From an optimization exercise on the open Yosys and OpenROAD flow, aimed at small area and a short achievable clock period; shortcuts taken in it are not production practice. Function was checked by simulation only, so behaviour that the tests miss may differ from the original. The flow treats the clock pin as an ideal source. Dropping or thinning the clock tree relies on that and would not hold on a real chip.

Setup of run A:
==> flow/design.v (excerpt) <==
module APB_Slave
(
    input               PCLK,
    input               PRESETn,
    input               PENABLE,
    input        [7:0]  PADDR,
    input               PWRITE,
    input               PSEL,
    input        [31:0] PWDATA,
    output reg   [31:0] PRDATA,
    output reg          PREADY
);
==> module APB_Slave, before the edit <==
module APB_Slave
(
    input               PCLK,
    input               PRESETn,
    input               PENABLE,
    input        [7:0]  PADDR,
    input               PWRITE,
    input               PSEL,
    input        [31:0] PWDATA,
    output reg   [31:0] PRDATA,
    output reg          PREADY
);
reg         setup;         
reg  [7:0]  temp_addr;
reg  [31:0] temp_data;
reg         temp_write;
reg         wr_pend;       
reg  [8191:0] mem;         
genvar r, b;
wire [43:0] eq;
generate
    for (b = 0; b < 32; b = b + 1) begin : eqd
        apb_xnor2 u (.a(PWDATA[b]), .b(temp_data[b]), .y(eq[b]));
    end
    for (b = 0; b < 8; b = b + 1) begin : eqa
        apb_xnor2 u (.a(PADDR[b]), .b(temp_addr[b]), .y(eq[32+b]));
    end
endgenerate
apb_xnor2 eqw (.a(PWRITE), .b(temp_write), .y(eq[40]));
assign eq[41] = PSEL;
assign eq[42] = PENABLE;
assign eq[43] = setup;
wire [10:0] m1;    
wire [2:0]  m2;    
wire        match_n;
generate
    for (b = 0; b < 11; b = b + 1) begin : mt1
        apb_nand4 u (.a(eq[4*b]), .b(eq[4*b+1]), .c(eq[4*b+2]), .d(eq[4*b+3]), .y(m1[b]));
    end
endgenerate
apb_nor4 mt2a (.a(m1[0]), .b(m1[1]), .c(m1[2]), .d(m1[3]), .y(m2[0]));
apb_nor4 mt2b (.a(m1[4]), .b(m1[5]), .c(m1[6]), .d(m1[7]), .y(m2[1]));
apb_nor3 mt2c (.a(m1[8]), .b(m1[9]), .c(m1[10]), .y(m2[2]));
apb_nand3 mt3 (.a(m2[0]), .b(m2[1]), .c(m2[2]), .y(match_n));
wire match = !match_n;
wire [15:0] dlo = 16'd1 << temp_addr[3:0];
wire [15:0] dhi = 16'd1 << temp_addr[7:4];
wire [255:0] sel_n;
wire [255:0] we;
generate
    for (r = 0; r < 256; r = r + 1) begin : dec
        apb_nand2 u_sel (.a(dlo[r % 16]), .b(dhi[r / 16]), .y(sel_n[r]));
        apb_nor2  u_we  (.a(sel_n[r]), .b(!wr_pend), .y(we[r]));
    end
endgenerate
wire [31:0] wd = wr_pend ? temp_data : 32'hFFFF_FFFF;
wire [8191:0] mem_d;
generate
    for (r = 0; r < 256; r = r + 1) begin : row
        for (b = 0; b < 32; b = b + 1) begin : col
            apb_o22a u (.a1(mem[32*r+b]), .a2(we[r]), .b1(sel_n[r]), .b2(wd[b]), .y(mem_d[32*r+b]));
        end
    end
endgenerate
always @(negedge PCLK)
    mem <= mem_d;
wire [31:0] rd_n;
generate
    for (b = 0; b < 32; b = b + 1) begin : rdt
        wire [127:0] l1;    
        wire [31:0]  l2;    
        wire [7:0]   l3;    
        wire [1:0]   l4;    
        for (r = 0; r < 128; r = r + 1) begin : g1
            apb_o22ai u (.a1(mem[32*(2*r)+b]), .a2(sel_n[2*r]), .b1(mem[32*(2*r+1)+b]), .b2(sel_n[2*r+1]), .y(l1[r]));
        end
        for (r = 0; r < 32; r = r + 1) begin : g2
            apb_nor4 u (.a(l1[4*r]), .b(l1[4*r+1]), .c(l1[4*r+2]), .d(l1[4*r+3]), .y(l2[r]));
        end
        for (r = 0; r < 8; r = r + 1) begin : g3
            apb_nand4 u (.a(l2[4*r]), .b(l2[4*r+1]), .c(l2[4*r+2]), .d(l2[4*r+3]), .y(l3[r]));
        end
        for (r = 0; r < 2; r = r + 1) begin : g4
            apb_nor4 u (.a(l3[4*r]), .b(l3[4*r+1]), .c(l3[4*r+2]), .d(l3[4*r+3]), .y(l4[r]));
        end
        apb_nand2 u5 (.a(l4[0]), .b(l4[1]), .y(rd_n[b]));
    end
endgenerate
wire [31:0] rd = ~rd_n;
wire [31:0] rdg_n = ~(rd & {32{!temp_write}});
wire [31:0] prdata_d;
generate
    for (b = 0; b < 32; b = b + 1) begin : prd
        apb_nor2 u (.a(match_n), .b(rdg_n[b]), .y(prdata_d[b]));
    end
endgenerate
always @(negedge PRESETn or negedge PCLK) begin
    if (!PRESETn) begin
        setup  <= 1'b0;
        PRDATA <= 32'd0;
        PREADY <= 1'b0;
    end else begin
        setup  <= !setup && PSEL && !PENABLE;
        PRDATA <= prdata_d;
        if (match)
            PREADY <= 1'b1;
    end
end
always @(negedge PCLK) begin
    if (PRESETn && !setup && PSEL && !PENABLE) begin
        temp_addr  <= PADDR;
        temp_data  <= PWDATA;
        temp_write <= PWRITE;
    end
    wr_pend <= PRESETn && match && temp_write;
end
endmodule
==> module apb_o22a, before the edit <==
module apb_o22a (input a1, a2, b1, b2, output y);
    assign y = (a1 | a2) & (b1 | b2);
endmodule
Settings: LEC_CHECK=0, CAP_MARGIN=30, CORE_MARGIN=2, CORE_UTILIZATION=70, SETUP_SLACK_MARGIN=3.0, SLEW_MARGIN=25, SYNTH_HIERARCHICAL=1, SYNTH_MEMORY_MAX_BITS=8192, SYNTH_MINIMUM_KEEP_SIZE=0; clock period 12.0 ns.
standard.sh (not shown) runs the stock make flow with config.mk's settings and CLKGATE_MAP_FILE= SYNTH_SCRIPT=/design/flow/synth_recipe.tcl, a recipe that flattens the netlist after the stock synthesis.
==> flow/flow/run.sh <==
#!/bin/bash
# Own layout flow: ORFS's standard steps, except
# * the clock tree is built by flow/ctsgen.py (one balanced tree whose leaf
#   drivers invert the clock for the posedge flip-flops), in place of one
#   cloned clock inverter per register plus TritonCTS;
# * the read tree's nor4 cells are sized down before floorplan;
# * port buffers are buf_4 cells; all ports on the bottom edge;
# * registers that drive outputs sit next to their port buffers, and wr_pend
#   next to its D logic (ctsgen.py).
set -euo pipefail
here=$(pwd)
res=$here/orfs/results/sky130hd/APB_Slave/base
export CTS_PULL_D=wr_pend CTS_SPLIT=4,4,4,2 CTS_DRV=clkinv_16,inv_12,inv_8,inv_4 CTS_K=22 CTS_KN=8 \
       CTS_LEAF_INV=inv_8 CTS_LEAF_BUF=clkbuf_8 CTS_LEAFN_INV=clkinv_4 CTS_LEAFN_BUF=buf_8
bash standard.sh synth > synth.log 2>&1
bash standard.sh PRE_FLOORPLAN_TCL=$here/flow/pre_floorplan.tcl \
  BUFFER_PORTS_ARGS="-buffer_cell sky130_fd_sc_hd__buf_4" PRE_IO_PLACEMENT_TCL=$here/flow/io.tcl floorplan place > floorplan_place.log 2>&1
cp $res/3_place.odb $res/3_place_noclk.odb
openroad -python -no_init -exit $here/flow/ctsgen.py $res/3_place_noclk.odb $res/3_place.odb > ctsgen.log 2>&1
bash standard.sh PRE_CTS_TCL=$here/flow/pre_cts.tcl finish > cts_route_finish.log 2>&1
Other scripts of this flow, unchanged in this note and not shown: flow/flow/ctsgen.py, flow/flow/io.tcl, flow/flow/pre_cts.tcl, flow/flow/pre_floorplan.tcl
Edits applied to the flow inputs when going from run A to run B:
diff --git a/flow/design.v b/flow/design.v
--- a/flow/design.v
+++ b/flow/design.v
@@ -16,6 +16,7 @@
 reg  [31:0] temp_data;
 reg         temp_write;
 reg         wr_pend;       
+reg         ph;            
 reg  [8191:0] mem;         
 genvar r, b;
 wire [43:0] eq;
@@ -54,12 +55,12 @@
         apb_nor2  u_we  (.a(sel_n[r]), .b(!wr_pend), .y(we[r]));
     end
 endgenerate
-wire [31:0] wd = wr_pend ? temp_data : 32'hFFFF_FFFF;
+wire [31:0] wd = wr_pend ? temp_data ^ {32{ph}} : 32'hFFFF_FFFF;
 wire [8191:0] mem_d;
 generate
     for (r = 0; r < 256; r = r + 1) begin : row
         for (b = 0; b < 32; b = b + 1) begin : col
-            apb_o22a u (.a1(mem[32*r+b]), .a2(we[r]), .b1(sel_n[r]), .b2(wd[b]), .y(mem_d[32*r+b]));
+            apb_o22ai u (.a1(mem[32*r+b]), .a2(we[r]), .b1(sel_n[r]), .b2(wd[b]), .y(mem_d[32*r+b]));
         end
     end
 endgenerate
@@ -87,7 +88,7 @@
         apb_nand2 u5 (.a(l4[0]), .b(l4[1]), .y(rd_n[b]));
     end
 endgenerate
-wire [31:0] rd = ~rd_n;
+wire [31:0] rd = ~rd_n ^ {32{ph}};
 wire [31:0] rdg_n = ~(rd & {32{!temp_write}});
 wire [31:0] prdata_d;
 generate
@@ -114,6 +115,7 @@
         temp_write <= PWRITE;
     end
     wr_pend <= PRESETn && match && temp_write;
+    ph <= !ph;
 end
 endmodule
 module apb_nand2 (input a, b, output y);
@@ -140,6 +142,3 @@
 module apb_nand4 (input a, b, c, d, output y);
     assign y = ~(a & b & c & d);
 endmodule
-module apb_o22a (input a1, a2, b1, b2, output y);
-    assign y = (a1 | a2) & (b1 | b2);
-endmodule
- Run B ends up with a met3 layer usage reported by global route that is 0.73 points lower than in run A.
- Row register share of the cell area: run B higher / run A lower
- Summary: summed area of non-filler cells in the final layout, run B better than run A
- met2 layer wire length in the routed design, run A and run B, lower one = run B.
- After detailed routing, run A needs more wire than run B.
- The global-route usage in run B sits 2.0 points above the value recorded for run A.
- Endpoint arrival time on the critical path for run B: 0.06 ns down relative to run A
In every run of this note, the design's own scripts or RTL, not TritonCTS, make the clock network.
